From an optimization exercise on the open Yosys and OpenROAD flow, aimed at small area; shortcuts taken in it are not production practice. The RTL was checked by simulation tests, not by an equivalence proof against the original design. The clock port is modelled as an ideal driver; clocking choices that lean on that would not hold on a real chip. Power is estimated from default activity; no workload was simulated.

===== flow/design.v =====
module TwentyFiveMHz(clk, reset, en_nxt);
	input clk, reset;
	output en_nxt;
	reg [1:0] cnt;
	assign en_nxt = &cnt;
	always @(posedge clk or posedge reset)
		if (reset) cnt <= 2'd0;
		else cnt <= cnt + 2'd1;
endmodule
module HorizontalCnt(vga_clk, en, reset, HcntValue, VcntEnable);
	input vga_clk, en, reset;
	output reg [9:0] HcntValue;
	output reg VcntEnable;
	wire wrap = HcntValue[9] & HcntValue[8] & HcntValue[5];
	always @(posedge vga_clk or posedge reset) begin
		if (reset) begin
			HcntValue <= 10'd0;
			VcntEnable <= 1'b0;
		end
		else if (en) begin
			HcntValue <= wrap ? 10'd0 : HcntValue + 10'd1;
			VcntEnable <= wrap;
		end
	end
endmodule
module VerticalCnt(vga_clk, en, reset, VcntEnable, VcntValue);
	input vga_clk, en, reset, VcntEnable;
	output reg [8:0] VcntValue;
	wire wrap = VcntValue[8] & VcntValue[7] & VcntValue[6] & VcntValue[0];
	always @(posedge vga_clk or posedge reset) begin
		if (reset) VcntValue <= 9'd0;
		else if (en & VcntEnable) VcntValue <= wrap ? 9'd0 : VcntValue + 9'd1;
	end
endmodule
module kbd_protocol(reset, clk, en, ps2clk, ps2data, key, strobe);
	input reset, clk, en, ps2clk, ps2data;
	output [7:0] key;
	output reg strobe;
	reg [3:0] st;
	wire fall = st[3];
	always @(posedge clk or posedge reset)
		if (reset) st <= 4'd0;
		else if (en) begin
			case (st)
				4'd0, 4'd1, 4'd2, 4'd3: st <= ps2clk ? st + 4'd1 : 4'd0;
				4'd4:                   st <= ps2clk ? 4'd4 : 4'd5;
				4'd5, 4'd6, 4'd7:       st <= ps2clk ? 4'd1 : st + 4'd1;
				default:                st <= ps2clk ? 4'd1 : 4'd0;
			endcase
		end
	reg [3:0] cnt;       
	reg [8:0] sr;        
	reg par;             
	reg f0;              
	wire last = cnt[3] & cnt[1];                
	wire shift = ~(cnt[3] & (cnt[1] | cnt[0]));  
	assign key = sr[8:1];
	always @(posedge clk)
		if (en & fall) begin
			if (shift) sr <= {ps2data, sr[8:1]};
			par <= (cnt == 4'd0) ? ps2data : par ^ ps2data;
		end
	always @(posedge clk or posedge reset)
		if (reset) begin
			cnt <= 4'd0;
			f0 <= 1'b0;
			strobe <= 1'b0;
		end
		else if (en) begin
			strobe <= 1'b0;
			if (fall) begin
				if (last) begin
					cnt <= 4'd0;
					if (~sr[0] & ps2data & par) begin
						if (f0) begin
							strobe <= 1'b1;
							f0 <= 1'b0;
						end
						else if (sr[8:1] == 8'hF0) f0 <= 1'b1;
					end
				end
				else cnt <= cnt + 4'd1;
			end
		end
endmodule
module vgasync(reset, clk, en, HcntValue, VcntValue, hsync, vsync, r, g, b, key, strobe);
	input clk, en, strobe, reset;
	input [7:0] key;
	input [9:0] HcntValue;
	input [8:0] VcntValue;
	output hsync, vsync;
	output [2:0] r, g, b;
	function ge10(input [9:0] x, input [9:0] k);
		integer i;
		begin
			ge10 = 1'b1;
			for (i = 0; i < 10; i = i + 1)
				ge10 = k[i] ? (x[i] & ge10) : (x[i] | ge10);
		end
	endfunction
	wire [9:0] H = HcntValue;
	wire [8:0] V = VcntValue;
	assign hsync = ~(ge10(H, 10'd16) & ~ge10(H, 10'd111));
	assign vsync = (V == 9'd12);
	wire v50 = ge10({1'b0, V}, 10'd50);
	wire v250 = ge10({1'b0, V}, 10'd250);
	wire h161 = ge10(H, 10'd161);
	wire h374 = ge10(H, 10'd374);
	wire h587 = ge10(H, 10'd587);
	wire h800 = H[9] & H[8] & H[5];
	wire row1 = v50 & ~v250;
	wire row2 = v250;
	wire col1 = h161 & ~h374;
	wire col2 = h374 & ~h587;
	wire col3 = h587 & ~h800;
	wire kstb = en & strobe;
	wire [3:0] hi = key[7:4], lo = key[3:0];
	wire h1 = hi == 4'h1, h2 = hi == 4'h2, h3 = hi == 4'h3, h7 = hi == 4'h7;
	wire l6 = lo == 4'h6, le = lo == 4'hE, l5 = lo == 4'h5;
	wire m1 = h1 & l6, m2 = h1 & le, m3 = h2 & l6, m4 = h2 & l5;
	wire m5 = h2 & le, m6 = h3 & l6, m0 = h7 & l6;
	wire zk = m0 | m1 | m2 | m3 | m4 | m5 | m6;
	wire kr = h2 & (lo == 4'hD), kg = h3 & (lo == 4'h4), kb = h3 & (lo == 4'h2);
	reg [2:0] zone;
	reg [1:0] tag;
	wire z0 = (zone == 3'd0);
	always @(posedge clk or posedge reset)
		if (reset) begin
			zone <= 3'd0;
			tag <= 2'd0;
		end
		else if (kstb) begin
			if (zk) zone <= {m4 | m5 | m6, m2 | m3 | m6, m1 | m3 | m5};
			tag <= z0 ? 2'd0 : {kg | kb, kr | kb};
		end
	wire blank = kstb & z0;
	wire [3:1] step = {3{kstb}} & {tag == 2'd3, tag == 2'd2, tag == 2'd1};
	wire [12:0] shown [1:6];    
	genvar w;
	generate
		for (w = 1; w <= 6; w = w + 1) begin : win
			window wn(.clk(clk), .reset(reset), .we(kstb & (zone == w)),
			          .blank(blank), .step(step), .shown(shown[w]));
		end
	endgenerate
	function [2:0] level(input [3:0] c);
		reg [2:0] m;
		begin
			case (c[2:0])
				3'b000: m = 3'd0;
				3'b101: m = 3'd1;
				3'b011: m = 3'd2;
				3'b010: m = 3'd3;
				3'b110: m = 3'd4;
				3'b100: m = 3'd5;
				3'b111: m = 3'd6;
				default: m = 3'bxxx;
			endcase
			level = c[3] ? ~m : m;
		end
	endfunction
	wire [11:0] t1 = ({12{col1 & ~shown[1][12]}} & shown[1][11:0]) |
	                 ({12{col2 & ~shown[2][12]}} & shown[2][11:0]) |
	                 ({12{col3 & ~shown[3][12]}} & shown[3][11:0]);
	wire [11:0] t2 = ({12{col1 & ~shown[4][12]}} & shown[4][11:0]) |
	                 ({12{col2 & ~shown[5][12]}} & shown[5][11:0]) |
	                 ({12{col3 & ~shown[6][12]}} & shown[6][11:0]);
	wire [11:0] s = ({12{row1}} & t1) | ({12{row2}} & t2);
	assign r = level(s[3:0]);
	assign g = level(s[7:4]);
	assign b = level(s[11:8]);
endmodule
module window(clk, reset, we, blank, step, shown);
	input clk, reset, we, blank;
	input [3:1] step;
	output [12:0] shown;
	reg [2:0] sr, sg, sb;
	reg dr, dg, db;
	reg clr;
	wire er = we & step[1];
	wire eg = we & step[2];
	wire eb = we & step[3];
	always @(posedge clk or posedge reset)
		if (reset) begin
			{sr, sg, sb, dr, dg, db, clr} <= 13'd0;
		end
		else begin
			if (er) begin
				sr <= {~sr[0], sr[2] ^ sr[1], ~sr[1]};
				dr <= dr ^ (sr[2] & sr[1] & sr[0]);
			end
			if (eg) begin
				sg <= {~sg[0], sg[2] ^ sg[1], ~sg[1]};
				dg <= dg ^ (sg[2] & sg[1] & sg[0]);
			end
			if (eb) begin
				sb <= {~sb[0], sb[2] ^ sb[1], ~sb[1]};
				db <= db ^ (sb[2] & sb[1] & sb[0]);
			end
			if (we) clr <= 1'b0;
			else if (blank) clr <= 1'b1;
		end
	assign shown = {clr, db, sb, dg, sg, dr, sr};
endmodule
module top(reset, clk, ps2clk, ps2data, hsync, vsync, red, green, blue);
	input reset, clk;
	input ps2clk, ps2data;
	output hsync, vsync;
	output [2:0] red, green, blue;
	wire tick;
	wire [9:0] Hcount;
	wire [8:0] Vcount;
	wire Venable;
	wire kstrobe;
	wire [7:0] key;
	TwentyFiveMHz cl25(clk, reset, tick);
	HorizontalCnt hcnt(clk, tick, reset, Hcount, Venable);
	VerticalCnt vcnt(clk, tick, reset, Venable, Vcount);
	kbd_protocol kbdp(reset, clk, tick, ps2clk, ps2data, key, kstrobe);
	vgasync vga(reset, clk, tick, Hcount, Vcount, hsync, vsync, red, green, blue, key, kstrobe);
endmodule

===== flow/flow/remap.tcl =====
# Re-map the combinational logic of the standard synthesis netlist for area.
# Flip-flop cells stay black boxes, so every register keeps its name and cell.
yosys read_liberty -ignore_miss_func $::env(LIB)
yosys blackbox sky130_fd_sc_hd__df* sky130_fd_sc_hd__edf* sky130_fd_sc_hd__sdf* sky130_fd_sc_hd__dl*
yosys read_verilog $::env(IN)
yosys hierarchy -top $::env(TOP)
yosys flatten
yosys opt -purge
set dont_use {}
foreach c {probe_p_8 probec_p_8 lpflow_bleeder_1 lpflow_clkbufkapwr_1 lpflow_clkbufkapwr_16
  lpflow_clkbufkapwr_2 lpflow_clkbufkapwr_4 lpflow_clkbufkapwr_8 lpflow_clkinvkapwr_1
  lpflow_clkinvkapwr_16 lpflow_clkinvkapwr_2 lpflow_clkinvkapwr_4 lpflow_clkinvkapwr_8
  lpflow_decapkapwr_12 lpflow_decapkapwr_3 lpflow_decapkapwr_4 lpflow_decapkapwr_6
  lpflow_decapkapwr_8 lpflow_inputiso0n_1 lpflow_inputiso0p_1 lpflow_inputiso1n_1
  lpflow_inputiso1p_1 lpflow_inputisolatch_1 lpflow_isobufsrc_1 lpflow_isobufsrc_16
  lpflow_isobufsrc_2 lpflow_isobufsrc_4 lpflow_isobufsrc_8 lpflow_isobufsrckapwr_16
  lpflow_lsbuf_lh_hl_isowell_tap_1 lpflow_lsbuf_lh_hl_isowell_tap_2
  lpflow_lsbuf_lh_hl_isowell_tap_4 lpflow_lsbuf_lh_isowell_4 lpflow_lsbuf_lh_isowell_tap_1
  lpflow_lsbuf_lh_isowell_tap_2 lpflow_lsbuf_lh_isowell_tap_4} {
  lappend dont_use -dont_use sky130_fd_sc_hd__$c
}
yosys abc -liberty $::env(LIB) {*}$dont_use -script "+&get -n; &st; &dc2; &syn2; &dch -f; &nf -R 1000 -p; &put"
yosys opt_clean -purge
yosys blackbox =sky130_fd_sc_hd__*
yosys stat -liberty $::env(LIB)
yosys write_verilog -noattr -nohex -nodec $::env(OUT)

===== flow/constraint.sdc =====
create_clock -name core_clock -period 10.0 [get_ports {clk}]
set_input_delay 2.0000 -clock core_clock [delete_from_list [all_inputs] [get_ports {clk}]]
set_output_delay 2.0000 -clock core_clock [all_outputs]
set_load 0.01 [all_outputs]

===== flow/flow/run.sh =====
#!/bin/bash
# Own layout flow: the standard synthesis, then its combinational logic
# re-mapped by ABC for area (flip-flops kept as they are), then the standard
# layout steps with a clock tree built without dummy loads.
set -euo pipefail
W=$(pwd)
R=$W/orfs/results/$FLOW_PLATFORM/top/base
CTS="-sink_clustering_enable -repair_clock_nets -dont_use_dummy_load -buf_list sky130_fd_sc_hd__clkbuf_4"

bash standard.sh synth > $W/flow_synth.log 2>&1
cp $R/1_2_yosys.v $R/1_2_yosys_std.v
LIB=$FLOW_HOME/platforms/$FLOW_PLATFORM/lib/sky130_fd_sc_hd__tt_025C_1v80.lib \
IN=$R/1_2_yosys_std.v OUT=$R/1_2_yosys.v TOP=$FLOW_TOP \
  yosys -c $W/flow/remap.tcl > $W/flow_remap.log 2>&1
rm -f $R/1_synth.odb $R/1_synth.sdc
bash standard.sh "CTS_ARGS=$CTS" finish > $W/flow_finish.log 2>&1

===== flow/config.mk =====
export PLATFORM = sky130hd
export DESIGN_NAME = top
export DESIGN_NICKNAME = top
export VERILOG_FILES = /design/flow/design.v
export SDC_FILE = /design/flow/constraint.sdc
export NUM_CORES = 4
export LEC_CHECK = 0
export CAP_MARGIN = 20
export CORE_MARGIN = 2
export CORE_UTILIZATION = 40
export SLEW_MARGIN = 20

===== flow/standard.sh =====
#!/bin/bash
# synth_recipe.tcl (not shown) runs the flow's synth.tcl, then flattens the netlist and writes it again
# the make line also repeats each setting of config.mk as NAME=value (left out here)
make -C /OpenROAD-flow-scripts/flow DESIGN_CONFIG=/design/flow/config.mk WORK_HOME=/design/flow/orfs CLKGATE_MAP_FILE= SYNTH_SCRIPT=/design/flow/synth_recipe.tcl "${@:-finish}"

==> metrics.md, run 1 <==
| Metric | Value |
|---|---|
| Chip height | 124 um |
| RSZ-0062 raised after global routing | false |
| Worst setup EP type | primary output |
| Peak per-stage delay on the critical path | 720 ps |
| Fin nets | 601 |
| Post-Syn Nets | 566 |
| Vias in the first global route | 4127 |
| Reg2reg setup slack | 7580 ps |
| Fraction of layout cells with a size suffix above 1 | 3.70% |
| Worst setup path end | blue[0] |
| Die X | 124 um |
| RR Startpoint | cl25.cnt[1]$_DFF_PP0_ |
| Number of CTS-inserted buffers | 17 |
| Most frequent cells in the layout | dfrtp_1 (115), nor2_1 (81), a21oi_1 (62) |
| Critical path fanouts, max | 12 |
| Fin Hold WS | 476 ps |
| Core area | 13900 sq um |
| WP depth | 11 |
| Global-route wire length before repair | 20.3 mm |
| Critical Path Source Type | register |
| Critical Path Source | hcnt.HcntValue[5]$_DFFE_PP0P_ |
| Clock Pin Slew Worst Setup and Hold Paths | 90 ps |
| # port buffers | 14 |
| Final non-filler cell total | 775 |
| Detailed Route WL | 12.1 mm |
| Fin crit period | 6100 ps |
| H-Tree Depth | 4 |
| Setup violations, final | 0 |
| Status | timing/DRC/antenna clean |
| Worst min-delay path class | reg2reg |
| Setup TNS | 0 ps |
| RR Endpoint | kbdp.sr[4]$_DFFE_PP_ |
| Synth warnings | 6 |
| Worst IR Drop VDD | 0.0670 mV |
| Pin count of the biggest net entering global routing | 81 |
| Post_cts resized | 0 |
| Total of max-cap violations | 0 |
| Critical Path AT | 4100 ps |
| Starting Density | 41.2% |
| Fmax achieved | 164 MHz |
| Static Leakage | 0.00256 uW |
| Initial antenna violation count | 0 |
| Clock buffer depth | 2 |
| Most common cell after layout, fill and taps aside | dfrtp_1 |
| Buffers and inverters on the worst path | 1 |
| Crit Path Class | reg2out |
| Routed via count | 4319 |
| Rel. slew slack | 33.2% |
| CTS tree | yes |
| Post-Synthesis Cells | 562 |
| Clk latency of the worst-skew pair | 540 ps |
| First drt pass iteration count | 9 |
| Die Area | 15300 sq um |
| Total track usage | 17.3% |
| Slew Limit Fails | 0 |
| Largest delay share family, worst path | compound AO/OA/AOI/OAI gates |
| ANT cells | 0 |
| Area grow syn2layout | 9.31% |
| Final hold violations | 0 |
| Drt drc | 0 |
| Final Wtd Congestion | 0.828 |
| Worst Reg-to-Reg Cells | 5 |
| Global route total overflow | 0 |
| Post-detail-place hpwl | 8.45 mm |
| Period utilization | 61.0% |
| Cts hold-fix bufs | 0 |
| Power per cell area | 124 nW/um^2 |
| IO Count | 15 |
| Critical-path top delay cell | nor2_1 |
| CP required | 8000 ps |
| Root Driver | clkbuf_4 |
| Row cnt | 43 |
| Drt initial violations | 385 |
| Clk sinks | 125 |
| Routed WL per cell | 15.6 um |
| Final Skew | 45.1 ps |
| Setup repair bufs after CTS | 0 |
| Routed Antenna Nets | 0 |
| Vias per std cell | 5.57 |
| Crit path cell chain | a211oi_1 -> nand2_1 -> a211o_1 -> a21o_1 -> nor2_1 -> a222oi_1 -> o22ai_1 -> nand3_1 -> o21ai_0 -> xnor2_1 -> clkdlybuf4s50_1 |
| Placed cells | 758 |
| Synth Cell Area | 5740 sq um |
| Worst slew pin tran | 999 ps |
| Avg Cell Area, Syn | 10.2 sq um |
==> worst register-to-register path, stage by stage (launching register included) <==
cell,delay [ps]
dfrtp_1,390
and2_0,570
nand2_1,210
clkinv_1,140
nand2_1,70
a21oi_1,640
==> area by class of cell <==
class                      instances  area (sq um)
multi-input combinational        428          2550
clock buffer                      17           128
sequential                       125          3180
fill                            1315          7660
tap                              180           225
inverter                           9          36.3
timing repair buffer              16           155
==> per-stage QoR <==
| step | power, uW | utilization, % | instance area [sq um] | setup WS, ps |
|---|---|---|---|---|
| 6_report | 778 | 45.0 | 6270 | 3900 |
| 2_1_floorplan | 546 | - | 5740 | 5440 |
| 3_3_place_gp | 552 | 44.0 | 6130 | 4500 |
| 3_5_place_dp | 554 | 44.1 | 6140 | 4450 |
| 4_1_cts | 789 | 45.0 | 6270 | 3840 |
| 5_1_grt | 812 | 45.0 | 6270 | 3630 |
==> worst min-delay path by stage <==
stage / start / endpoint / slack (ps) / cells after the start
after floorplan: kbdp.f0$_DFFE_PP0P_ / kbdp.f0$_DFFE_PP0P_ / 440 / 1
after global placement: kbdp.f0$_DFFE_PP0P_ / kbdp.f0$_DFFE_PP0P_ / 460 / 1
after detailed placement: vga.win[1].wn.dg$_DFFE_PP0P_ / vga.win[1].wn.dg$_DFFE_PP0P_ / 460 / 1
after CTS: vga.win[4].wn.dr$_DFFE_PP0P_ / vga.win[4].wn.dr$_DFFE_PP0P_ / 480 / 1
after global routing: vga.win[4].wn.dr$_DFFE_PP0P_ / vga.win[4].wn.dr$_DFFE_PP0P_ / 490 / 1
final: vga.win[4].wn.dr$_DFFE_PP0P_ / vga.win[4].wn.dr$_DFFE_PP0P_ / 480 / 1
==> sequential cells by signal (all words and copies together), names as in the netlist, 3 cells and up <==
name            flops
hcnt.HcntValue     10
kbdp.cnt            4
kbdp.sr             9
kbdp.st             4
vcnt.VcntValue      9
vga.win.wn.clr      6
vga.win.wn.db       6
vga.win.wn.dg       6
vga.win.wn.dr       6
vga.win.wn.sb      18
vga.win.wn.sg      18
vga.win.wn.sr      18
vga.zone            3
==> power breakdown <==
part	switching (uW)	total, uW	leakage (uW)	internal, uW
clock network	157	235	0.0000782	77.5
registers	6.65	522	0.00167	515
logic	14.0	21.6	0.000807	7.57
total	178	778	0.00256	600
==> layer usage <==
layer	GRT usage [%]	vias up	routed length [um]
met5	0	-	0
li1	-	2142	-
met3	4.53	15	456
met4	6.89	0	184
met2	26.1	56	5520
met1	23.8	2106	5910
==> run 2, diff against run 1 <==
--- a/flow/design.v
+++ b/flow/design.v
@@ -6,6 +6,13 @@
 	always @(posedge clk or posedge reset)
 		if (reset) cnt <= 2'd0;
 		else cnt <= cnt + 2'd1;
+endmodule
+module ClearPending(clk, reset, pend);
+	input clk, reset;
+	output reg pend;
+	always @(posedge clk or posedge reset)
+		if (reset) pend <= 1'b1;
+		else pend <= 1'b0;
 endmodule
 module HorizontalCnt(vga_clk, en, reset, HcntValue, VcntEnable);
 	input vga_clk, en, reset;
@@ -32,14 +39,14 @@
 		else if (en & VcntEnable) VcntValue <= wrap ? 9'd0 : VcntValue + 9'd1;
 	end
 endmodule
-module kbd_protocol(reset, clk, en, ps2clk, ps2data, key, strobe);
-	input reset, clk, en, ps2clk, ps2data;
+module kbd_protocol(clr, clk, en, ps2clk, ps2data, key, strobe);
+	input clr, clk, en, ps2clk, ps2data;
 	output [7:0] key;
 	output reg strobe;
 	reg [3:0] st;
 	wire fall = st[3];
-	always @(posedge clk or posedge reset)
-		if (reset) st <= 4'd0;
+	always @(posedge clk)
+		if (clr) st <= 4'd0;
 		else if (en) begin
 			case (st)
 				4'd0, 4'd1, 4'd2, 4'd3: st <= ps2clk ? st + 4'd1 : 4'd0;
@@ -60,8 +67,8 @@
 			if (shift) sr <= {ps2data, sr[8:1]};
 			par <= (cnt == 4'd0) ? ps2data : par ^ ps2data;
 		end
-	always @(posedge clk or posedge reset)
-		if (reset) begin
+	always @(posedge clk)
+		if (clr) begin
 			cnt <= 4'd0;
 			f0 <= 1'b0;
 			strobe <= 1'b0;
@@ -83,8 +90,8 @@
 			end
 		end
 endmodule
-module vgasync(reset, clk, en, HcntValue, VcntValue, hsync, vsync, r, g, b, key, strobe);
-	input clk, en, strobe, reset;
+module vgasync(clr, clk, en, HcntValue, VcntValue, hsync, vsync, r, g, b, key, strobe);
+	input clk, en, strobe, clr;
 	input [7:0] key;
 	input [9:0] HcntValue;
 	input [8:0] VcntValue;
@@ -124,8 +131,8 @@
 	reg [2:0] zone;
 	reg [1:0] tag;
 	wire z0 = (zone == 3'd0);
-	always @(posedge clk or posedge reset)
-		if (reset) begin
+	always @(posedge clk)
+		if (clr) begin
 			zone <= 3'd0;
 			tag <= 2'd0;
 		end
@@ -139,7 +146,7 @@
 	genvar w;
 	generate
 		for (w = 1; w <= 6; w = w + 1) begin : win
-			window wn(.clk(clk), .reset(reset), .we(kstb & (zone == w)),
+			window wn(.clk(clk), .clr(clr), .we(kstb & (zone == w)),
 			          .blank(blank), .step(step), .shown(shown[w]));
 		end
 	endgenerate
@@ -170,19 +177,19 @@
 	assign g = level(s[7:4]);
 	assign b = level(s[11:8]);
 endmodule
-module window(clk, reset, we, blank, step, shown);
-	input clk, reset, we, blank;
+module window(clk, clr, we, blank, step, shown);
+	input clk, clr, we, blank;
 	input [3:1] step;
 	output [12:0] shown;
 	reg [2:0] sr, sg, sb;
 	reg dr, dg, db;
-	reg clr;
+	reg blk;
 	wire er = we & step[1];
 	wire eg = we & step[2];
 	wire eb = we & step[3];
-	always @(posedge clk or posedge reset)
-		if (reset) begin
-			{sr, sg, sb, dr, dg, db, clr} <= 13'd0;
+	always @(posedge clk)
+		if (clr) begin
+			{sr, sg, sb, dr, dg, db, blk} <= 13'd0;
 		end
 		else begin
 			if (er) begin
@@ -197,10 +204,10 @@
 				sb <= {~sb[0], sb[2] ^ sb[1], ~sb[1]};
 				db <= db ^ (sb[2] & sb[1] & sb[0]);
 			end
-			if (we) clr <= 1'b0;
-			else if (blank) clr <= 1'b1;
-		end
-	assign shown = {clr, db, sb, dg, sg, dr, sr};
+			if (we) blk <= 1'b0;
+			else if (blank) blk <= 1'b1;
+		end
+	assign shown = {blk, db, sb, dg, sg, dr, sr};
 endmodule
 module top(reset, clk, ps2clk, ps2data, hsync, vsync, red, green, blue);
 	input reset, clk;
@@ -213,9 +220,11 @@
 	wire Venable;
 	wire kstrobe;
 	wire [7:0] key;
+	wire pend;
 	TwentyFiveMHz cl25(clk, reset, tick);
+	ClearPending clr(clk, reset, pend);
 	HorizontalCnt hcnt(clk, tick, reset, Hcount, Venable);
 	VerticalCnt vcnt(clk, tick, reset, Venable, Vcount);
-	kbd_protocol kbdp(reset, clk, tick, ps2clk, ps2data, key, kstrobe);
-	vgasync vga(reset, clk, tick, Hcount, Vcount, hsync, vsync, red, green, blue, key, kstrobe);
-endmodule
+	kbd_protocol kbdp(pend, clk, tick, ps2clk, ps2data, key, kstrobe);
+	vgasync vga(pend, clk, tick, Hcount, Vcount, hsync, vsync, red, green, blue, key, kstrobe);
+endmodule
--- a/flow/flow/run.sh
+++ b/flow/flow/run.sh
@@ -1,7 +1,8 @@
 #!/bin/bash
 # Own layout flow: the standard synthesis, then its combinational logic
 # re-mapped by ABC for area (flip-flops kept as they are), then the standard
-# layout steps with a clock tree built without dummy loads.
+# layout steps with a clock tree built without dummy loads and the port
+# buffers swapped to the smallest buffer.
 set -euo pipefail
 W=$(pwd)
 R=$W/orfs/results/$FLOW_PLATFORM/top/base
@@ -13,4 +14,4 @@
 IN=$R/1_2_yosys_std.v OUT=$R/1_2_yosys.v TOP=$FLOW_TOP \
   yosys -c $W/flow/remap.tcl > $W/flow_remap.log 2>&1
 rm -f $R/1_synth.odb $R/1_synth.sdc
-bash standard.sh "CTS_ARGS=$CTS" finish > $W/flow_finish.log 2>&1
+bash standard.sh "CTS_ARGS=$CTS" "PRE_CTS_TCL=$W/flow/portbuf.tcl" finish > $W/flow_finish.log 2>&1
==> flow/flow/portbuf.tcl (new file) <==
# Run before CTS: the port buffers that placement inserted become the
# smallest buffer (every port keeps its buffer).
foreach inst [[ord::get_db_block] getInsts] {
  if {[[$inst getMaster] getName] eq "sky130_fd_sc_hd__clkdlybuf4s50_1"} {
    replace_cell [$inst getName] sky130_fd_sc_hd__buf_1
  }
}
--- a/flow/flow/remap.tcl
+++ b/flow/flow/remap.tcl
@@ -19,8 +19,12 @@
   lpflow_lsbuf_lh_isowell_tap_2 lpflow_lsbuf_lh_isowell_tap_4} {
   lappend dont_use -dont_use sky130_fd_sc_hd__$c
 }
-yosys abc -liberty $::env(LIB) {*}$dont_use -script "+&get -n; &st; &dc2; &syn2; &dch -f; &nf -R 1000 -p; &put"
+yosys abc -liberty $::env(LIB) {*}$dont_use -script "+&get -n; &st; &syn3; &dc2; &dch -f; &nf -R 1000 -p; &put"
+yosys splitnets
 yosys opt_clean -purge
+# constants from tie cells and pass-through wires buffered, as the standard synthesis does
+yosys hilomap -singleton -hicell sky130_fd_sc_hd__conb_1 HI -locell sky130_fd_sc_hd__conb_1 LO
+yosys insbuf -buf sky130_fd_sc_hd__buf_4 A X
 yosys blackbox =sky130_fd_sc_hd__*
 yosys stat -liberty $::env(LIB)
 yosys write_verilog -noattr -nohex -nodec $::env(OUT)
==> run 2 against run 1 <==
Final cell count grew 7.4%. Non-clock buffer count grew 1. Worst hold slack lost 5.0 ps. Final area shrank 5.6%. Sequential share of layout area shrank 4.4 points. Sequential power shrank 2%. Setup slack gained 530 ps. Routed wire length grew 3.0%. Fmax grew 9.6%. Critical endpoint unchanged. Highest routed layer unchanged.
==> metrics.md, run 2 <==
| Metric | Value |
|---|---|
| Status | timing/DRC/antenna clean |
| Worst Reg-to-Reg Cells | 8 |
| Row cnt | 42 |
| Clk latency of the worst-skew pair | 520 ps |
| Area grow syn2layout | 7.84% |
| Rel. slew slack | 31.0% |
| Setup repair bufs after CTS | 0 |
| Post-Synthesis Cells | 621 |
| Static Leakage | 0.00199 uW |
| RSZ-0062 raised after global routing | false |
| Routed via count | 4782 |
| Cell depth of the worst hold path | 2 |
| First drt pass iteration count | 5 |
| CTS tree | yes |
| CP required | 8000 ps |
| Most frequent cells in the layout | nor2_1 (104), dfxtp_1 (93), a21oi_1 (80) |
| Post-Syn Nets | 625 |
| Routed WL per cell | 14.9 um |
| RR Startpoint | cl25.cnt[0]$_DFF_PP0_ |
| Post_cts resized | 0 |
| Critical Path AT | 3560 ps |
| Initial antenna violation count | 1 |
| Final Cell Area | 5920 sq um |
| Detailed Route WL | 12.4 mm |
| Cts hold-fix bufs | 0 |
| Clock Pin Slew Worst Setup and Hold Paths | 90 ps |
| Routed Antenna Nets | 0 |
| Synth warnings | 7 |
| Number of CTS-inserted buffers | 17 |
| Starting Density | 41.1% |
| Power per cell area | 127 nW/um^2 |
| Chip height | 121 um |
| Flop pwr share | 67.7% |
| Die Area | 14700 sq um |
| Placed cells | 814 |
| Reg2reg setup slack | 7260 ps |
| Clock power frac | 31.0% |
| Vias per std cell | 5.75 |
| Crit Path Class | reg2out |
| # port buffers | 14 |
| Final Wtd Congestion | 0.812 |
| Worst IR Drop VDD | 0.0580 mV |
| Pin count of the biggest net entering global routing | 72 |
| Worst min-delay path class | reg2reg |
| Switching part of the total power | 22.0% |
| Post-detail-place hpwl | 8.48 mm |
| Critical Path Source | hcnt.HcntValue[5]$_DFFE_PP0P_ |
| Period utilization | 55.6% |
| Fin crit period | 5560 ps |
| Core area | 13300 sq um |
| Fmax achieved | 180 MHz |
| Final hold violations | 0 |
| Die X | 121 um |
| Clk sinks | 126 |
| Fin Hold WS | 471 ps |
| Setup ws final | 4440 ps |
| Most common cell after layout, fill and taps aside | nor2_1 |
| Combinational Power Share | 1.2% |
| Drt initial violations | 411 |
| IO Count | 15 |
| Avg Cell Area, Syn | 8.84 sq um |
| Cell area after placement | 5880 sq um |
| Setup violations, final | 0 |
| Global route total overflow | 0 |
| Total track usage | 17.9% |
| Worst slew pin tran | 1030 ps |
| Worst Hold End | vga.win[4].wn.blk$_SDFFE_PP0P_ |
| Final non-filler cell total | 832 |
| Worst setup EP type | primary output |
| RR Endpoint | vga.win[1].wn.dg$_SDFFE_PP0P_ |
| Critical path fanouts, max | 12 |
| Slew Limit Fails | 0 |
| Vias in the first global route | 4388 |
| Fraction of layout cells with a size suffix above 1 | 3.36% |
| Final Skew | 29.4 ps |
| Setup TNS | 0 ps |
| Global-route wire length before repair | 20.9 mm |
| DP Worst Slack | 4640 ps |
| Critical Path Source Type | register |
| Drt drc | 0 |
| Total of max-cap violations | 0 |
| Largest regs | vga.win.wn.sb (18), vga.win.wn.sg (18), vga.win.wn.sr (18) |
| Int Pwr | 588 uW |
| Hold path start | vga.win[4].wn.blk$_SDFFE_PP0P_ |
| Synth Cell Area | 5490 sq um |
| Fin nets | 661 |
| Sw Pwr | 166 uW |
-- run 2: worst max-delay path by stage --
stage,end,slack (ps)
floorplan,red[1],5480
global placement,blue[0],4680
detailed placement,blue[0],4640
CTS,blue[0],4420
global route,blue[0],4120
finish,blue[0],4440
-- run 2: worst max-delay path: stages (launching register included) --
cell and delay (ps):
dfrtp_1 460, and3_1 230, nand2_1 70, o21ai_0 100, nor2_1 120, a41oi_1 70
nor2_1 820, a22o_1 270, a21oi_1 60, o21a_1 240, nand2b_1 150, a21oi_1 180
xnor2_1 130, buf_1 160
-- run 2: layout make-up --
| class | count | area, sq um |
|---|---|---|
| inverters | 5 | 18.8 |
| fillers | 1333 | 7430 |
| diodes | 1 | 2.50 |
| multi-input cells | 490 | 2740 |
| repair buffers | 17 | 75.1 |
| clock buffers | 17 | 128 |
| well taps | 176 | 220 |
| flip-flops and latches | 126 | 2740 |
-- run 2: power groups by stage --
stage          Combinational [uW]  Clock [uW]  Sequential [uW]
2_1_floorplan                3.27           0              524
3_3_place_gp                 9.96           0              522
3_5_place_dp                 10.2           0              522
4_1_cts                      9.51         244              511
5_1_grt                      10.5         266              511
6_report                     9.32         234              511
-- run 2: metal layers --
layer	global-route usage [%]	vias to the layer above	wire length, um
met5	0	-	0
met4	5.89	0	190
met3	4.65	17	465
met2	28.8	93	5750
met1	23.4	2243	6020
li1	-	2429	-
-- run 2: per-stage QoR --
step / util (%) / power (uW)
6_report: 44.4 / 754
5_1_grt: 44.4 / 787
4_1_cts: 44.3 / 764
3_5_place_dp: 44.0 / 532
3_3_place_gp: 44.0 / 532
2_1_floorplan: - / 528
==> run 3, diff against run 2 <==
--- a/flow/design.v
+++ b/flow/design.v
@@ -14,13 +14,13 @@
 		if (reset) pend <= 1'b1;
 		else pend <= 1'b0;
 endmodule
-module HorizontalCnt(vga_clk, en, reset, HcntValue, VcntEnable);
-	input vga_clk, en, reset;
+module HorizontalCnt(vga_clk, en, clr, HcntValue, VcntEnable);
+	input vga_clk, en, clr;
 	output reg [9:0] HcntValue;
 	output reg VcntEnable;
 	wire wrap = HcntValue[9] & HcntValue[8] & HcntValue[5];
-	always @(posedge vga_clk or posedge reset) begin
-		if (reset) begin
+	always @(posedge vga_clk) begin
+		if (clr) begin
 			HcntValue <= 10'd0;
 			VcntEnable <= 1'b0;
 		end
@@ -30,12 +30,12 @@
 		end
 	end
 endmodule
-module VerticalCnt(vga_clk, en, reset, VcntEnable, VcntValue);
-	input vga_clk, en, reset, VcntEnable;
+module VerticalCnt(vga_clk, en, clr, VcntEnable, VcntValue);
+	input vga_clk, en, clr, VcntEnable;
 	output reg [8:0] VcntValue;
 	wire wrap = VcntValue[8] & VcntValue[7] & VcntValue[6] & VcntValue[0];
-	always @(posedge vga_clk or posedge reset) begin
-		if (reset) VcntValue <= 9'd0;
+	always @(posedge vga_clk) begin
+		if (clr) VcntValue <= 9'd0;
 		else if (en & VcntEnable) VcntValue <= wrap ? 9'd0 : VcntValue + 9'd1;
 	end
 endmodule
@@ -107,16 +107,16 @@
 	endfunction
 	wire [9:0] H = HcntValue;
 	wire [8:0] V = VcntValue;
-	assign hsync = ~(ge10(H, 10'd16) & ~ge10(H, 10'd111));
-	assign vsync = (V == 9'd12);
+	assign hsync = clr | ~(ge10(H, 10'd16) & ~ge10(H, 10'd111));
+	assign vsync = ~clr & (V == 9'd12);
 	wire v50 = ge10({1'b0, V}, 10'd50);
 	wire v250 = ge10({1'b0, V}, 10'd250);
 	wire h161 = ge10(H, 10'd161);
 	wire h374 = ge10(H, 10'd374);
 	wire h587 = ge10(H, 10'd587);
 	wire h800 = H[9] & H[8] & H[5];
-	wire row1 = v50 & ~v250;
-	wire row2 = v250;
+	wire row1 = ~clr & v50 & ~v250;
+	wire row2 = ~clr & v250;
 	wire col1 = h161 & ~h374;
 	wire col2 = h374 & ~h587;
 	wire col3 = h587 & ~h800;
@@ -223,8 +223,8 @@
 	wire pend;
 	TwentyFiveMHz cl25(clk, reset, tick);
 	ClearPending clr(clk, reset, pend);
-	HorizontalCnt hcnt(clk, tick, reset, Hcount, Venable);
-	VerticalCnt vcnt(clk, tick, reset, Venable, Vcount);
+	HorizontalCnt hcnt(clk, tick, pend, Hcount, Venable);
+	VerticalCnt vcnt(clk, tick, pend, Venable, Vcount);
 	kbd_protocol kbdp(pend, clk, tick, ps2clk, ps2data, key, kstrobe);
 	vgasync vga(pend, clk, tick, Hcount, Vcount, hsync, vsync, red, green, blue, key, kstrobe);
 endmodule
--- a/flow/config.mk
+++ b/flow/config.mk
@@ -5,7 +5,7 @@
 export SDC_FILE = /design/flow/constraint.sdc
 export NUM_CORES = 4
 export LEC_CHECK = 0
-export CAP_MARGIN = 20
+export CAP_MARGIN = 0
 export CORE_MARGIN = 2
 export CORE_UTILIZATION = 40
-export SLEW_MARGIN = 20
+export SLEW_MARGIN = 0
==> run 3 against run 2 <==
Count of clock-buffer cells in the layout unchanged. Worst hold slack got worse by 12 ps. Highest routed layer unchanged. Sequential share of layout area shrank 0.73 points. Clock power barely moved. Combinational power rose by 31%. Still clean. Final cell count decreased by 2.0%. Synthesized cell count is 2.4% lower.
==> metrics.md, run 3 <==
| Metric | Value |
|---|---|
| Status | timing/DRC/antenna clean |
| CTS tree | yes |
| Most frequent cells in the layout | dfxtp_1 (113), nor2_1 (97), a21oi_1 (68) |
| Post_cts resized | 0 |
| Cell depth of the worst hold path | 2 |
| Worst IR Drop VDD | 0.0713 mV |
| Die X | 120 um |
| Critical Path AT | 3800 ps |
| Starting Density | 40.8% |
| Vias in the first global route | 4376 |
| Total of max-cap violations | 0 |
| Power consumption | 754 uW |
| IO Count | 15 |
| Setup ws final | 4200 ps |
| Synth warnings | 7 |
| Critical path fanouts, max | 12 |
| Final Skew | 25.7 ps |
| Setup repair bufs after CTS | 0 |
| RSZ-0062 raised after global routing | false |
| Power per cell area | 130 nW/um^2 |
| Worst setup EP type | primary output |
| Largest regs | vga.win.wn.sb (18), vga.win.wn.sg (18), vga.win.wn.sr (18) |
| First drt pass iteration count | 8 |
| Most common cell after layout, fill and taps aside | dfxtp_1 |
| Fin crit period | 5800 ps |
| Fmax achieved | 172 MHz |
| Final non-filler cell total | 815 |
| Die Area | 14400 sq um |
| Static Leakage | 0.00188 uW |
| Slew Limit Fails | 0 |
| Chip height | 120 um |
| Worst Hold End | vga.win[4].wn.blk$_SDFFE_PP0P_ |
| Fin nets | 644 |
| Fillers | 1276 |
| Period utilization | 58.0% |
| Total track usage | 18.3% |
| Post-Syn Nets | 610 |
| Core area | 13200 sq um |
| DP Worst Slack | 4430 ps |
| Post-Synthesis Cells | 606 |
| Cts hold-fix bufs | 0 |
| Final Wtd Congestion | 0.836 |
| Placed cells | 797 |
| Global-route wire length before repair | 20.9 mm |
| Pin count of the biggest net entering global routing | 100 |
| Vias per std cell | 5.87 |
| RR Endpoint | vga.win[4].wn.dg$_SDFFE_PP0P_ |
| Reg2reg setup slack | 6930 ps |
| Synth Cell Area | 5390 sq um |
| CP required | 8000 ps |
| Fraction of layout cells with a size suffix above 1 | 2.98% |
| Routed Antenna Nets | 0 |
| RR Startpoint | cl25.cnt[0]$_DFF_PP0_ |
| Rel. slew slack | 32.7% |
| Hold path start | vga.win[4].wn.blk$_SDFFE_PP0P_ |
| Routed via count | 4788 |
| Crit Path Class | reg2out |
| Drt drc | 0 |
| Worst min-delay path class | reg2reg |
| Drt initial violations | 472 |
| Critical Path Source Type | register |
| Clk sinks | 126 |
| Setup violations, final | 0 |
| Initial antenna violation count | 1 |
| Worst Reg-to-Reg Cells | 7 |
| Area grow syn2layout | 7.62% |
| Row cnt | 42 |
| Clk latency of the worst-skew pair | 540 ps |
| Post-detail-place hpwl | 8.39 mm |
| Clock Pin Slew Worst Setup and Hold Paths | 100 ps |
| Number of CTS-inserted buffers | 17 |
| Final cell utilization of the core | 43.9% |
| Avg Cell Area, Syn | 8.89 sq um |
| Worst slew pin tran | 1010 ps |
| Detailed Route WL | 12.6 mm |
| Final hold violations | 0 |
| Setup TNS | 0 ps |
| # port buffers | 14 |
| Routed WL per cell | 15.4 um |
| Global route total overflow | 0 |
-- run 3: how the worst max path moves through the flow --
stage	end	depth (start not counted)	slack [ps]	start
after floorplan	blue[0]	12	5440	hcnt.HcntValue[0]$_SDFFE_PP0P_
after global placement	red[0]	12	4490	hcnt.HcntValue[0]$_SDFFE_PP0P_
after detailed placement	blue[0]	13	4430	hcnt.HcntValue[0]$_SDFFE_PP0P_
after CTS	green[0]	11	4170	hcnt.HcntValue[1]$_SDFFE_PP0P_
after global routing	red[0]	12	3950	hcnt.HcntValue[0]$_SDFFE_PP0P_
final	blue[0]	13	4200	hcnt.HcntValue[1]$_SDFFE_PP0P_
-- run 3: where the power goes --
group / internal (uW) / switching (uW)
combinational: 2.63 / 9.54
clock: 77.4 / 156
sequential: 508 / 0.759
-- run 3: routing by layer --
| metal | vias to the layer above | global-route usage (%) | share of wire [%] |
|---|---|---|---|
| met1 | 2280 | 23.6 | 47 |
| met2 | 107 | 29.2 | 47 |
| li1 | 2391 | - | - |
| met3 | 10 | 4.28 | 4.3 |
| met5 | - | 0 | 0 |
| met4 | 0 | 8.01 | 1.4 |
-- run 3: through the flow --
stage	area [sq um]	hold slack [ps]
4_1_cts	5790	462
3_5_place_dp	5750	449
6_report	5800	459
5_1_grt	5800	502
3_3_place_gp	5750	445
2_1_floorplan	5390	437
-- run 3: area by class of cell --
cell class                 instances  area [sq um]  share of cell area (%)
antenna                            1          2.50                  0.0432
clock buffer                      17           128                    2.20
inverter                           5          18.8                   0.324
multi-input combinational        475          2730                    47.1
sequential                       126          2640                    45.5
tap                              176           220                    3.80
timing repair buffer              15          60.1                    1.04
-- run 3: worst max-delay path, stage by stage, from the launching register on --
cell and delay, ps:
dfxtp_1 380, nor2_1 160, nor2_1 70, o31a_1 230
o31a_1 260, or2_0 260, nor2_1 750, a22o_1 260
a21oi_1 40, o22ai_1 260, o21ai_0 130, o21ai_0 100
xor2_1 180, buf_1 160
==> run 4, diff against run 3 <==
--- a/flow/config.mk
+++ b/flow/config.mk
@@ -7,5 +7,5 @@
 export LEC_CHECK = 0
 export CAP_MARGIN = 0
 export CORE_MARGIN = 2
-export CORE_UTILIZATION = 40
+export CORE_UTILIZATION = 60
 export SLEW_MARGIN = 0
==> run 4 against run 3 <==
Largest cell class unchanged. Total power decreased by 0.89%. Combinational power about the same. Sequential share of layout area increased by 0.70 points. Register-to-register slack improved by 100 ps. Sequential power about the same. Final area decreased by 1.5%. Die area decreased by 32%. Via count decreased by 1.1%.
==> metrics.md, run 4 <==
| Metric | Value |
|---|---|
| Synth Cell Area | 5390 sq um |
| GRT met1 Usage | 36.1% |
| Sw Pwr | 159 uW |
| Crit Path Class | reg2out |
| Post-Synthesis Cells | 606 |
| Clk sinks | 126 |
| Post-detail-place hpwl | 8.13 mm |
| Setup violations, final | 0 |
| Routed WL per cell | 15.8 um |
| Critical Path Source Type | register |
| Slew Limit Fails | 0 |
| Buffers and inverters on the worst path | 1 |
| Worst setup EP type | primary output |
| Drt initial violations | 448 |
| Clock Pin Slew Worst Setup and Hold Paths | 110 ps |
| Global route total overflow | 0 |
| Final non-filler cell total | 746 |
| Drt drc | 0 |
| Combinational Power Share | 1.6% |
| DP Worst Slack | 4490 ps |
| Crit path cell chain | nor2_1 -> nor2_1 -> o31a_1 -> o31a_1 -> or2_0 -> nor2_1 -> a222oi_1 -> o22a_1 -> o21ai_0 -> o21ai_0 -> xor2_1 -> buf_1 |
| Worst IR Drop VDD | 0.0974 mV |
| Critical path fanouts, max | 12 |
| Routed via count | 4736 |
| Period utilization | 56.9% |
| Vias in the first global route | 4308 |
| Critical path's most frequent cell | nor2_1 |
| Top Usage Layer GRT | met2 |
| Detailed Route WL | 11.8 mm |
| Largest delay share family, worst path | compound AO/OA/AOI/OAI gates |
| Largest regs | vga.win.wn.sb (18), vga.win.wn.sg (18), vga.win.wn.sr (18) |
| Post-Syn Nets | 610 |
| Final Wtd Congestion | 0.848 |
| Switching part of the total power | 21.3% |
| Int Pwr | 588 uW |
| Total of max-cap violations | 0 |
| Status | timing/DRC/antenna clean |
| Most common cell after layout, fill and taps aside | dfxtp_1 |
| IO Count | 15 |
| Total track usage | 25.2% |
| CTS tree | yes |
| RSZ-0062 raised after global routing | false |
| First drt pass iteration count | 8 |
| Placed cells | 729 |
| M3 GR Usage | 5.67% |
| Initial antenna violation count | 0 |
| Worst Reg-to-Reg Cells | 7 |
| Fin nets | 644 |
| Power per cell area | 131 nW/um^2 |
| Cts hold-fix bufs | 0 |
| Area grow syn2layout | 5.99% |
| Final hold violations | 0 |
| Fmax achieved | 176 MHz |
| Die X | 98.8 um |
| Starting Density | 61.8% |
| Row cnt | 34 |
| # port buffers | 14 |
| Static Leakage | 0.00188 uW |
| Final Skew | 35.6 ps |
| Worst slew pin tran | 1010 ps |
| Vias per std cell | 6.35 |
| Synth warnings | 7 |
| Worst min-delay path class | reg2reg |
| Fin Hold WS | 459 ps |
| Fraction of layout cells with a size suffix above 1 | 2.98% |
| Critical Path AT | 3690 ps |
| Most frequent cells in the layout | dfxtp_1 (113), nor2_1 (97), a21oi_1 (68) |
| Fillers | 771 |
| Cell depth of the worst hold path | 1 |
| CP required | 8000 ps |
| Clk latency of the worst-skew pair | 510 ps |
| Die Area | 9750 sq um |
| Clock power frac | 30.4% |
| Fin crit period | 5690 ps |
| Critical-path top delay cell | nor2_1 |
| Peak per-stage delay on the critical path | 710 ps |
| Number of CTS-inserted buffers | 17 |
| ANT cells | 0 |
| Rel. slew slack | 32.9% |
| Core area | 8720 sq um |
| Met2 usage | 38.5% |
| Setup TNS | 0 ps |
| Post_cts resized | 0 |
| Setup ws final | 4310 ps |
| WP depth | 12 |
| Chip height | 98.8 um |
| Avg Cell Area, Syn | 8.89 sq um |
| Flop pwr share | 68.0% |
| Setup repair bufs after CTS | 0 |
| Routed Antenna Nets | 0 |
| Global-route wire length before repair | 20.2 mm |
| Pin count of the biggest net entering global routing | 100 |
run 4: cell count changes in the layout (fill, tap and decap cells not counted):
cell     previous run  this run
diode_2             1         0
run 4: layout make-up:
cell class                 instances  area, sq um  area share (%)
inverter                           5         18.8           0.329
multi-input combinational        475         2730            47.8
tap                              108          135            2.37
timing repair buffer              15         60.1            1.05
sequential                       126         2640            46.2
clock buffer                      17          128            2.24
run 4: worst paths after layout:
kind | end | startpoint | slack (ps)
setup / recovery | red[0] | hcnt.HcntValue[1]$_SDFFE_PP0P_ | 4310
hold / removal | vga.win[4].wn.sb[0]$_SDFFE_PP0P_ | vga.win[4].wn.sb[1]$_SDFFE_PP0P_ | 460
setup reg to reg | vga.win[4].wn.dg$_SDFFE_PP0P_ | cl25.cnt[0]$_DFF_PP0_ | 7030
hold reg to reg | vga.win[4].wn.sb[0]$_SDFFE_PP0P_ | vga.win[4].wn.sb[1]$_SDFFE_PP0P_ | 460
max in group asynchronous | clr.pend$_DFF_PP1_ | reset | 8470
min in group asynchronous | cl25.cnt[1]$_DFF_PP0_ | reset | 1300
run 4: layer usage:
layer  routed length, um  vias up  share of wire [%]
li1                    -     2395                  -
met1                5630     2213                 48
met2                5390      116                 46
met3                 658       12                5.6
met4                  97        0               0.82
met5                   0        -                  0
run 4: power groups by stage:
stage	registers (uW)	logic, uW	clock network [uW]
floorplan	524	4.27	0
global placement	520	12.5	0
detailed placement	520	12.8	0
CTS	509	12.0	234
global route	509	13.8	252
finish	509	12.0	227
run 4: per-stage QoR:
step           util, %  power (uW)  area (sq um)
2_1_floorplan        -         529          5390
3_3_place_gp      65.0         533          5670
3_5_place_dp      65.0         533          5670
4_1_cts           65.5         755          5710
5_1_grt           65.5         775          5710
6_report          65.5         748          5710
==> run 5, diff against run 4 <==
==> flow/config.mk (replaced) <==
export PLATFORM = sky130hd
export DESIGN_NAME = top
export DESIGN_NICKNAME = top
export VERILOG_FILES = /design/flow/design.v
export SDC_FILE = /design/flow/constraint.sdc
export NUM_CORES = 4
export LEC_CHECK = 0
export CAP_MARGIN = 20
export CORE_MARGIN = 2
export CORE_UTILIZATION = 40
export SLEW_MARGIN = 20
==> run 5 against run 4 <==
Fmax decreased by 1.8%. Clock power increased by 3%. Worst hold slack got worse by 0.90 ps. Global-route usage decreased by 6.9 points. Sequential power about the same. Synthesized area unchanged. Clock skew decreased by 9.9 ps. Non-clock buffer count unchanged. Combinational power about the same. Final area increased by 1.5%. First-iteration DRC count increased by 5.4%. Sequential share of layout area decreased by 0.70 points. Critical path type unchanged. Critical endpoint is now blue[0]. Largest power group unchanged.
==> metrics.md, run 5 <==
| Metric | Value |
|---|---|
| Status | timing/DRC/antenna clean |
| Detailed Route WL | 12.6 mm |
| Starting Density | 40.8% |
| Critical path's most frequent cell | nor2_1 |
| Routed via count | 4788 |
| Largest regs | vga.win.wn.sb (18), vga.win.wn.sg (18), vga.win.wn.sr (18) |
| CP required | 8000 ps |
| Critical Path Source Type | register |
| Worst slew pin tran | 1010 ps |
| Most frequent cells in the layout | dfxtp_1 (113), nor2_1 (97), a21oi_1 (68) |
| Cts hold-fix bufs | 0 |
| Fin crit period | 5800 ps |
| Post-Syn Nets | 610 |
| Critical path fanouts, max | 12 |
| Routed WL per cell | 15.4 um |
| CTS tree | yes |
| Power per cell area | 130 nW/um^2 |
| Fmax achieved | 172 MHz |
| Synth Cell Area | 5390 sq um |
| Fillers | 1276 |
| Initial antenna violation count | 1 |
| Clk latency of the worst-skew pair | 540 ps |
| Post_cts resized | 0 |
| Number of CTS-inserted buffers | 17 |
| Global-route wire length before repair | 20.9 mm |
| Peak per-stage delay on the critical path | 750 ps |
| Period utilization | 58.0% |
| Post-detail-place hpwl | 8.39 mm |
| Final Skew | 25.7 ps |
| Critical Path AT | 3800 ps |
| Area grow syn2layout | 7.62% |
| Worst min-delay path class | reg2reg |
| Fin Hold WS | 459 ps |
| Clk sinks | 126 |
| Total of max-cap violations | 0 |
| Slew Limit Fails | 0 |
| Clock Pin Slew Worst Setup and Hold Paths | 100 ps |
| Total track usage | 18.3% |
| Fraction of layout cells with a size suffix above 1 | 2.98% |
| Vias in the first global route | 4376 |
| Chip height | 120 um |
| Die Area | 14400 sq um |
| Setup TNS | 0 ps |
| RSZ-0062 raised after global routing | false |
| Fin nets | 644 |
| Crit Path Class | reg2out |
| Crit path cell chain | nor2_1 -> nor2_1 -> o31a_1 -> o31a_1 -> or2_0 -> nor2_1 -> a22o_1 -> a21oi_1 -> o22ai_1 -> o21ai_0 -> o21ai_0 -> xor2_1 -> buf_1 |
| Rel. slew slack | 32.7% |
| Pin count of the biggest net entering global routing | 100 |
| Drt drc | 0 |
| Worst IR Drop VDD | 0.0713 mV |
| Final cell utilization of the core | 43.9% |
| Most common cell after layout, fill and taps aside | dfxtp_1 |
| IO Count | 15 |
| Final Wtd Congestion | 0.836 |
| First drt pass iteration count | 8 |
| Row cnt | 42 |
| Final hold violations | 0 |
| Buffers and inverters on the worst path | 1 |
| Drt initial violations | 472 |
| Setup repair bufs after CTS | 0 |
| Core area | 13200 sq um |
| Die X | 120 um |
| Critical-path top delay cell | nor2_1 |
| Largest delay share family, worst path | compound AO/OA/AOI/OAI gates |
| Static Leakage | 0.00188 uW |
| Worst setup EP type | primary output |
| Setup violations, final | 0 |
| Post-Synthesis Cells | 606 |
| # port buffers | 14 |
| Global route total overflow | 0 |
| Avg Cell Area, Syn | 8.89 sq um |
| Routed Antenna Nets | 0 |
| Synth warnings | 7 |
| Vias per std cell | 5.87 |
-- run 5: tightest hold or removal path, delay by kind of cell, from the launching register on --
| kind | cells | cell delay, ps |
|---|---|---|
| AO/OA/AOI/OAI | 1 | 50 |
| flip-flops | 1 | 320 |
| AND/OR/NAND/NOR | 1 | 50 |
-- run 5: power breakdown --
group / total, uW / internal [uW] / switching, uW
Clock: 234 / 77.4 / 156
Combinational: 12.2 / 2.63 / 9.54
Sequential: 509 / 508 / 0.759
Total: 754 / 588 / 167
-- run 5: path summary, 6_finish.rpt --
path / from / endpoint / slack, ps / depth (start not counted)
max in group asynchronous: reset / clr.pend$_DFF_PP1_ / 8510 / 2
worst min register to register: vga.win[4].wn.blk$_SDFFE_PP0P_ / vga.win[4].wn.blk$_SDFFE_PP0P_ / 460 / 2
min in group asynchronous: reset / cl25.cnt[0]$_DFF_PP0_ / 1280 / 2
worst max register to register: cl25.cnt[0]$_DFF_PP0_ / vga.win[4].wn.dg$_SDFFE_PP0P_ / 6930 / 7
worst max-delay path: hcnt.HcntValue[1]$_SDFFE_PP0P_ / blue[0] / 4200 / 13
worst min-delay path: vga.win[4].wn.blk$_SDFFE_PP0P_ / vga.win[4].wn.blk$_SDFFE_PP0P_ / 460 / 2
-- run 5: through the flow --
stage                     setup slack (ps)  cell area, sq um  std cells  power, uW
after global routing                  3950              5800        815        782
after global placement                4490              5750        797        533
after CTS                             4170              5790        814        765
final                                 4200              5800        815        754
after detailed placement              4430              5750        797        533
after floorplan                       5440              5390        606        529
-- run 5: per-layer routing --
metal | wire (um) | GRT usage (%) | vias up
li1 | - | - | 2391
met1 | 5900 | 23.6 | 2280
met2 | 5960 | 29.2 | 107
met3 | 545 | 4.28 | 10
met4 | 179 | 8.01 | 0
met5 | 0 | 0 | -
-- run 5: area by class of cell --
cell class	count	area, sq um	share of cell area [%]
multi-input combinational	475	2730	47.1
sequential	126	2640	45.5
tap	176	220	3.80
clock buffer	17	128	2.20
timing repair buffer	15	60.1	1.04
inverter	5	18.8	0.324
antenna	1	2.50	0.0432
==> run 6, diff against run 5 <==
--- a/flow/design.v
+++ b/flow/design.v
@@ -130,23 +130,33 @@
 	wire kr = h2 & (lo == 4'hD), kg = h3 & (lo == 4'h4), kb = h3 & (lo == 4'h2);
 	reg [2:0] zone;
 	reg [1:0] tag;
-	wire z0 = (zone == 3'd0);
-	always @(posedge clk)
-		if (clr) begin
-			zone <= 3'd0;
+	wire z0 = (zone == 3'd7);
+	always @(posedge clk)
+		if (clr) begin
+			zone <= 3'd7;
 			tag <= 2'd0;
 		end
 		else if (kstb) begin
-			if (zk) zone <= {m4 | m5 | m6, m2 | m3 | m6, m1 | m3 | m5};
+			if (zk) zone <= {key[3] ^ key[6], key[4], key[5] ^ key[0]};
 			tag <= z0 ? 2'd0 : {kg | kb, kr | kb};
 		end
 	wire blank = kstb & z0;
 	wire [3:1] step = {3{kstb}} & {tag == 2'd3, tag == 2'd2, tag == 2'd1};
 	wire [12:0] shown [1:6];    
+	function [2:0] wcode(input integer w);
+		case (w)
+			1: wcode = 3'd2;    
+			2: wcode = 3'd6;    
+			3: wcode = 3'd1;    
+			4: wcode = 3'd0;    
+			5: wcode = 3'd5;    
+			default: wcode = 3'd3;    
+		endcase
+	endfunction
 	genvar w;
 	generate
 		for (w = 1; w <= 6; w = w + 1) begin : win
-			window wn(.clk(clk), .clr(clr), .we(kstb & (zone == w)),
+			window wn(.clk(clk), .clr(clr), .we(kstb & (zone == wcode(w))),
 			          .blank(blank), .step(step), .shown(shown[w]));
 		end
 	endgenerate
--- a/flow/flow/remap.tcl
+++ b/flow/flow/remap.tcl
@@ -19,7 +19,7 @@
   lpflow_lsbuf_lh_isowell_tap_2 lpflow_lsbuf_lh_isowell_tap_4} {
   lappend dont_use -dont_use sky130_fd_sc_hd__$c
 }
-yosys abc -liberty $::env(LIB) {*}$dont_use -script "+&get -n; &st; &syn3; &dc2; &dch -f; &nf -R 1000 -p; &put"
+yosys abc -liberty $::env(LIB) {*}$dont_use -script "+&get -n; &st; &syn3; &dc2; &dch -f; &nf -R 3000 -p -C 32; &put"
 yosys splitnets
 yosys opt_clean -purge
 # constants from tie cells and pass-through wires buffered, as the standard synthesis does
==> run 6 against run 5 <==
Worst hold slack gained 12 ps. Clock skew shrank 3.8 ps. Critical endpoint is now green[0]. Sequential power is essentially flat. Critical path type unchanged. Largest cell class unchanged. First-iteration DRC count grew 5.3%. Count of clock-buffer cells in the layout is the same. Setup slack gained 150 ps. Synthesized cell count shrank 2.5%.
==> metrics.md, run 6 <==
| Metric | Value |
|---|---|
| Cell area after placement | 5730 sq um |
| Fin crit period | 5650 ps |
| Setup repair bufs after CTS | 0 |
| Worst slew pin tran | 923 ps |
| Final non-filler cell total | 800 |
| Avg Cell Area, Syn | 9.07 sq um |
| Synth Cell Area | 5360 sq um |
| M3 GR Usage | 4.56% |
| Largest regs | vga.win.wn.sb (18), vga.win.wn.sg (18), vga.win.wn.sr (18) |
| Post-detail-place hpwl | 9.09 mm |
| IO Count | 15 |
| Placed cells | 782 |
| Critical path's most frequent cell | a21o_1 |
| Most frequent cells in the layout | dfxtp_1 (113), nor2_1 (99), a21oi_1 (60) |
| Die X | 120 um |
| Total of max-cap violations | 0 |
| Top Usage Layer GRT | met2 |
| Area grow syn2layout | 7.79% |
| # port buffers | 14 |
| Critical path fanouts, max | 12 |
| Status | timing/DRC/antenna clean |
| CP required | 8000 ps |
| Post-Synthesis Cells | 591 |
| Worst IR Drop VDD | 0.0677 mV |
| Static Leakage | 0.00188 uW |
| Peak per-stage delay on the critical path | 680 ps |
| Final cell utilization of the core | 43.8% |
| Total track usage | 18.5% |
| Final Skew | 21.9 ps |
| Detailed Route WL | 13.0 mm |
| Power per cell area | 130 nW/um^2 |
| Row cnt | 42 |
| First drt pass iteration count | 6 |
| Routed WL per cell | 16.2 um |
| Period utilization | 56.5% |
| Worst min-delay path class | reg2reg |
| Fraction of layout cells with a size suffix above 1 | 3.21% |
| Final Cell Area | 5780 sq um |
| Final Wtd Congestion | 0.807 |
| Die Area | 14300 sq um |
| Global-route wire length before repair | 21.0 mm |
| GRT met1 Usage | 26.3% |
| Routed via count | 4748 |
| Worst setup EP type | primary output |
| Post-Syn Nets | 595 |
| Vias per std cell | 5.94 |
| Crit path cell chain | nand3_1 -> o21bai_1 -> a21oi_1 -> a21o_1 -> nor2_1 -> a222oi_1 -> o32a_1 -> nand2b_1 -> a21o_1 -> xor2_1 -> buf_1 |
| Met2 usage | 27.5% |
| Pin count of the biggest net entering global routing | 74 |
| Cts hold-fix bufs | 0 |
| Critical Path AT | 3650 ps |
| Most common cell after layout, fill and taps aside | dfxtp_1 |
| Clk latency of the worst-skew pair | 520 ps |
| Crit Path Class | reg2out |
| Power consumption | 752 uW |
| CTS tree | yes |
| Number of CTS-inserted buffers | 17 |
| Vias in the first global route | 4151 |
| Largest delay share family, worst path | compound AO/OA/AOI/OAI gates |
| Drt initial violations | 497 |
| Rel. slew slack | 38.2% |
| Starting Density | 40.6% |
| Clk sinks | 126 |
| Setup TNS | 0 ps |
| Initial antenna violation count | 1 |
| Fmax achieved | 177 MHz |
| Critical Path Source Type | register |
| Slew Limit Fails | 0 |
| Core area | 13200 sq um |
| Post_cts resized | 0 |
| Setup violations, final | 0 |
| Chip height | 120 um |
| Drt drc | 0 |
| Critical-path top delay cell | nor2_1 |
| Fin nets | 629 |
| Global route total overflow | 0 |
| RSZ-0062 raised after global routing | false |
| Routed Antenna Nets | 0 |
| Fillers | 1348 |
| Synth warnings | 7 |
| Clock Pin Slew Worst Setup and Hold Paths | 100 ps |
| Buffers and inverters on the worst path | 1 |
| Final hold violations | 0 |
run 6: changes by cell type in the layout (fill, tap and decap cells not counted), sizes merged, moves of 4 or more:
cell	previous run	this run
a21oi	68	60
nand3	8	13
a222oi	20	24
nand2	29	25
o21a	4	0
nor3	63	50
a21o	0	4
o22a	9	0
nor3b	7	2
a22o	4	0
o32a	0	13
run 6: metal layers:
layer	wire (um)	vias up
met4	159	0
li1	-	2344
met5	0	-
met3	658	15
met2	5850	116
met1	6290	2273
run 6: report_power, final:
| part | total [uW] | leakage (uW) | switching (uW) | internal [uW] |
|---|---|---|---|---|
| sequential | 510 | 0.00103 | 2.33 | 508 |
| combinational | 10.4 | 0.000767 | 8.22 | 2.15 |
| clock | 232 | 0.0000782 | 154 | 77.6 |
run 6: path summary, 6_finish.rpt:
check,start,end,slack (ps),cells past startpoint
setup / recovery,hcnt.HcntValue[5]$_SDFFE_PP0P_,green[0],4350,11
hold / removal,kbdp.f0$_SDFFE_PP0P_,kbdp.f0$_SDFFE_PP0P_,470,1
setup reg to reg,cl25.cnt[0]$_DFF_PP0_,vga.win[5].wn.dr$_SDFFE_PP0P_,7330,8
hold reg to reg,kbdp.f0$_SDFFE_PP0P_,kbdp.f0$_SDFFE_PP0P_,470,1
max in group asynchronous,reset,clr.pend$_DFF_PP1_,8500,2
min in group asynchronous,reset,cl25.cnt[0]$_DFF_PP0_,1300,2
run 6: final cells by class:
cell class | count | area, sq um | area share [%]
tap | 176 | 220 | 3.81
clock buffer | 17 | 128 | 2.21
inverter | 8 | 30.0 | 0.520
timing repair buffer | 15 | 60.1 | 1.04
multi-input combinational | 457 | 2700 | 46.7
antenna | 1 | 2.50 | 0.0433
sequential | 126 | 2640 | 45.7
run 6: worst reg2reg max path, cell delays in order, from the launching register on:
cell and delay (ps):
dfrtp_1 430, and2_0 480, nand2_1 240, nor2_1 130, nand2_1 230, nor3_1 560
and3_1 280, and3_1 170, nor3_1 50
run 6: metrics by stage:
| step | setup slack (ps) | hold WS [ps] |
|---|---|---|
| floorplan | 4970 | 430 |
| global placement | 4640 | 443 |
| detailed placement | 4570 | 461 |
| CTS | 4360 | 476 |
| global route | 4020 | 499 |
| finish | 4350 | 470 |
==> run 7, diff against run 6 <==
--- a/flow/design.v
+++ b/flow/design.v
@@ -17,16 +17,15 @@
 module HorizontalCnt(vga_clk, en, clr, HcntValue, VcntEnable);
 	input vga_clk, en, clr;
 	output reg [9:0] HcntValue;
-	output reg VcntEnable;
+	output VcntEnable;
 	wire wrap = HcntValue[9] & HcntValue[8] & HcntValue[5];
+	assign VcntEnable = wrap;
 	always @(posedge vga_clk) begin
 		if (clr) begin
 			HcntValue <= 10'd0;
-			VcntEnable <= 1'b0;
 		end
 		else if (en) begin
 			HcntValue <= wrap ? 10'd0 : HcntValue + 10'd1;
-			VcntEnable <= wrap;
 		end
 	end
 endmodule
@@ -108,7 +107,8 @@
 	wire [9:0] H = HcntValue;
 	wire [8:0] V = VcntValue;
 	assign hsync = clr | ~(ge10(H, 10'd16) & ~ge10(H, 10'd111));
-	assign vsync = ~clr & (V == 9'd12);
+	wire h0 = (H == 10'd0);
+	assign vsync = ~clr & (V[8:1] == 8'd6) & (V[0] == h0);
 	wire v50 = ge10({1'b0, V}, 10'd50);
 	wire v250 = ge10({1'b0, V}, 10'd250);
 	wire h161 = ge10(H, 10'd161);
==> run 7 against run 6 <==
Sequential power decreased by 0.8%. Still clean. Count of clock-buffer cells in the layout unchanged. Routed wire length fell by 7.9%. Synthesized cell count up 2.7%. Sequential share of layout area fell by 0.32 points. Largest cell class unchanged. Critical path depth decreased by 1. Critical endpoint unchanged. Final area hardly changed. Flip-flop and latch count decreased by 1. Die area is 0.30% lower. Combinational power up 4%.
==> metrics.md, run 7 <==
| Metric | Value |
|---|---|
| Area of the multi-input gates | 2710 sq um |
| Area grow syn2layout | 8.05% |
| Core area | 13100 sq um |
| Post-Synthesis Cells | 607 |
| Largest regs | vga.win.wn.sb (18), vga.win.wn.sg (18), vga.win.wn.sr (18) |
| Vias in the first global route | 4313 |
| Final Wtd Congestion | 0.772 |
| Critical path fanouts, max | 74 |
| Clock Pin Slew Worst Setup and Hold Paths | 100 ps |
| Critical Path AT | 3870 ps |
| Post-Syn Nets | 611 |
| Die Area | 14300 sq um |
| Chip height | 120 um |
| Routed Antenna Nets | 0 |
| Fin nets | 647 |
| Worst IR Drop VDD | 0.0822 mV |
| IO Count | 15 |
| RSZ-0062 raised after global routing | false |
| Period utilization | 58.7% |
| Clk sinks | 125 |
| Slew Limit Fails | 0 |
| Drt initial violations | 488 |
| Critical Path Source | clr.pend$_DFF_PP1_ |
| Vias per std cell | 5.69 |
| Most frequent cells in the layout | dfxtp_1 (112), nor2_1 (96), a21oi_1 (71) |
| Cts hold-fix bufs | 0 |
| CP required | 8000 ps |
| Reg2reg setup slack | 7670 ps |
| Row cnt | 42 |
| Die X | 120 um |
| Final Skew | 22.9 ps |
| Pin count of the biggest net entering global routing | 75 |
| Crit Path Class | reg2out |
| RR Endpoint | vga.win[2].wn.dg$_SDFFE_PP0P_ |
| Detailed Route WL | 11.9 mm |
| Total of max-cap violations | 0 |
| Number of CTS-inserted buffers | 17 |
| Starting Density | 40.7% |
| Static Leakage | 0.00188 uW |
| Setup TNS | 0 ps |
| Drt drc | 0 |
| Worst Hold End | kbdp.f0$_SDFFE_PP0P_ |
| Power per cell area | 130 nW/um^2 |
| Status | timing/DRC/antenna clean |
| Setup repair bufs after CTS | 0 |
| RR Startpoint | cl25.cnt[0]$_DFF_PP0_ |
| Cell area after placement | 5730 sq um |
| Fraction of layout cells with a size suffix above 1 | 3.43% |
| Setup violations, final | 0 |
run 7: changes by cell type in the layout (fill, tap and decap cells not counted), moves of 3 or more:
cell | before | now
o21a_1 | 0 | 14
o32a_1 | 13 | 0
a21oi_1 | 60 | 71
nor3_1 | 50 | 57
o21ai_0 | 10 | 17
a211oi_1 | 36 | 42
a222oi_1 | 24 | 18
xnor2_1 | 11 | 7
a22oi_1 | 4 | 7
and2_0 | 5 | 8
nand3_1 | 13 | 16
nor2_1 | 99 | 96
o221a_1 | 3 | 0
or3_1 | 4 | 1
run 7: area by class of cell:
cell class	count	area share, %
inverters	6	0.390
flip-flops and latches	125	45.3
multi-input cells	476	46.9
clock buffers	17	2.21
repair buffers	17	1.30
diodes	1	0.0433
well taps	176	3.81
run 7: worst max-delay path, stage by stage, from the launching register on:
cell      delay [ps]
dfstp_2          840
buf_4            680
o21bai_1         290
nor3_1           210
buf_4            210
a222oi_1         350
o21a_1           190
nand2b_1          60
a21o_1           180
xor2_1           120
buf_1            180
run 7: worst max path at each step:
stage,cells past startpoint,slack (ps),endpoint
final,10,4130,green[0]
after CTS,10,4060,blue[1]
after floorplan,7,5270,blue[0]
after detailed placement,10,4260,blue[1]
after global routing,10,3770,blue[2]
after global placement,10,4430,blue[1]
run 7: power by group:
| part | internal [uW] | total (uW) | leakage, uW | switching (uW) |
|---|---|---|---|---|
| Combinational | 2.81 | 10.8 | 0.000771 | 8.04 |
| Sequential | 504 | 506 | 0.00103 | 2.19 |
| Clock | 77.6 | 231 | 0.0000782 | 153 |
| Total | 584 | 748 | 0.00188 | 164 |
run 7: routing by layer:
layer | GRT usage (%) | routed length, um | part of all wire [%] | vias up
li1 | - | - | - | 2383
met1 | 23.9 | 5770 | 48 | 2176
met2 | 28.2 | 5480 | 46 | 83
met3 | 4.94 | 547 | 4.6 | 14
met4 | 6.03 | 130 | 1.1 | 0
met5 | 0 | 0 | 0 | -
run 7: per-stage QoR:
step / setup WS, ps / power (uW) / utilization [%] / instances / hold WS, ps
after CTS: 4060 / 758 / 43.9 / 817 / 477
after floorplan: 5270 / 525 / - / 607 / 437
after global routing: 3770 / 783 / 44.0 / 818 / 498
after global placement: 4430 / 529 / 43.6 / 800 / 448
after detailed placement: 4260 / 530 / 43.6 / 800 / 459
final: 4130 / 748 / 44.0 / 818 / 476

Check on run 7: ideal ports give 4.132 ns setup slack; a clkbuf_16 on the clock port and buf_2 on the inputs give 4.098 ns; moving port delays by the midpoint clock arrival (0.534 ns) as well gives 4.633 ns.
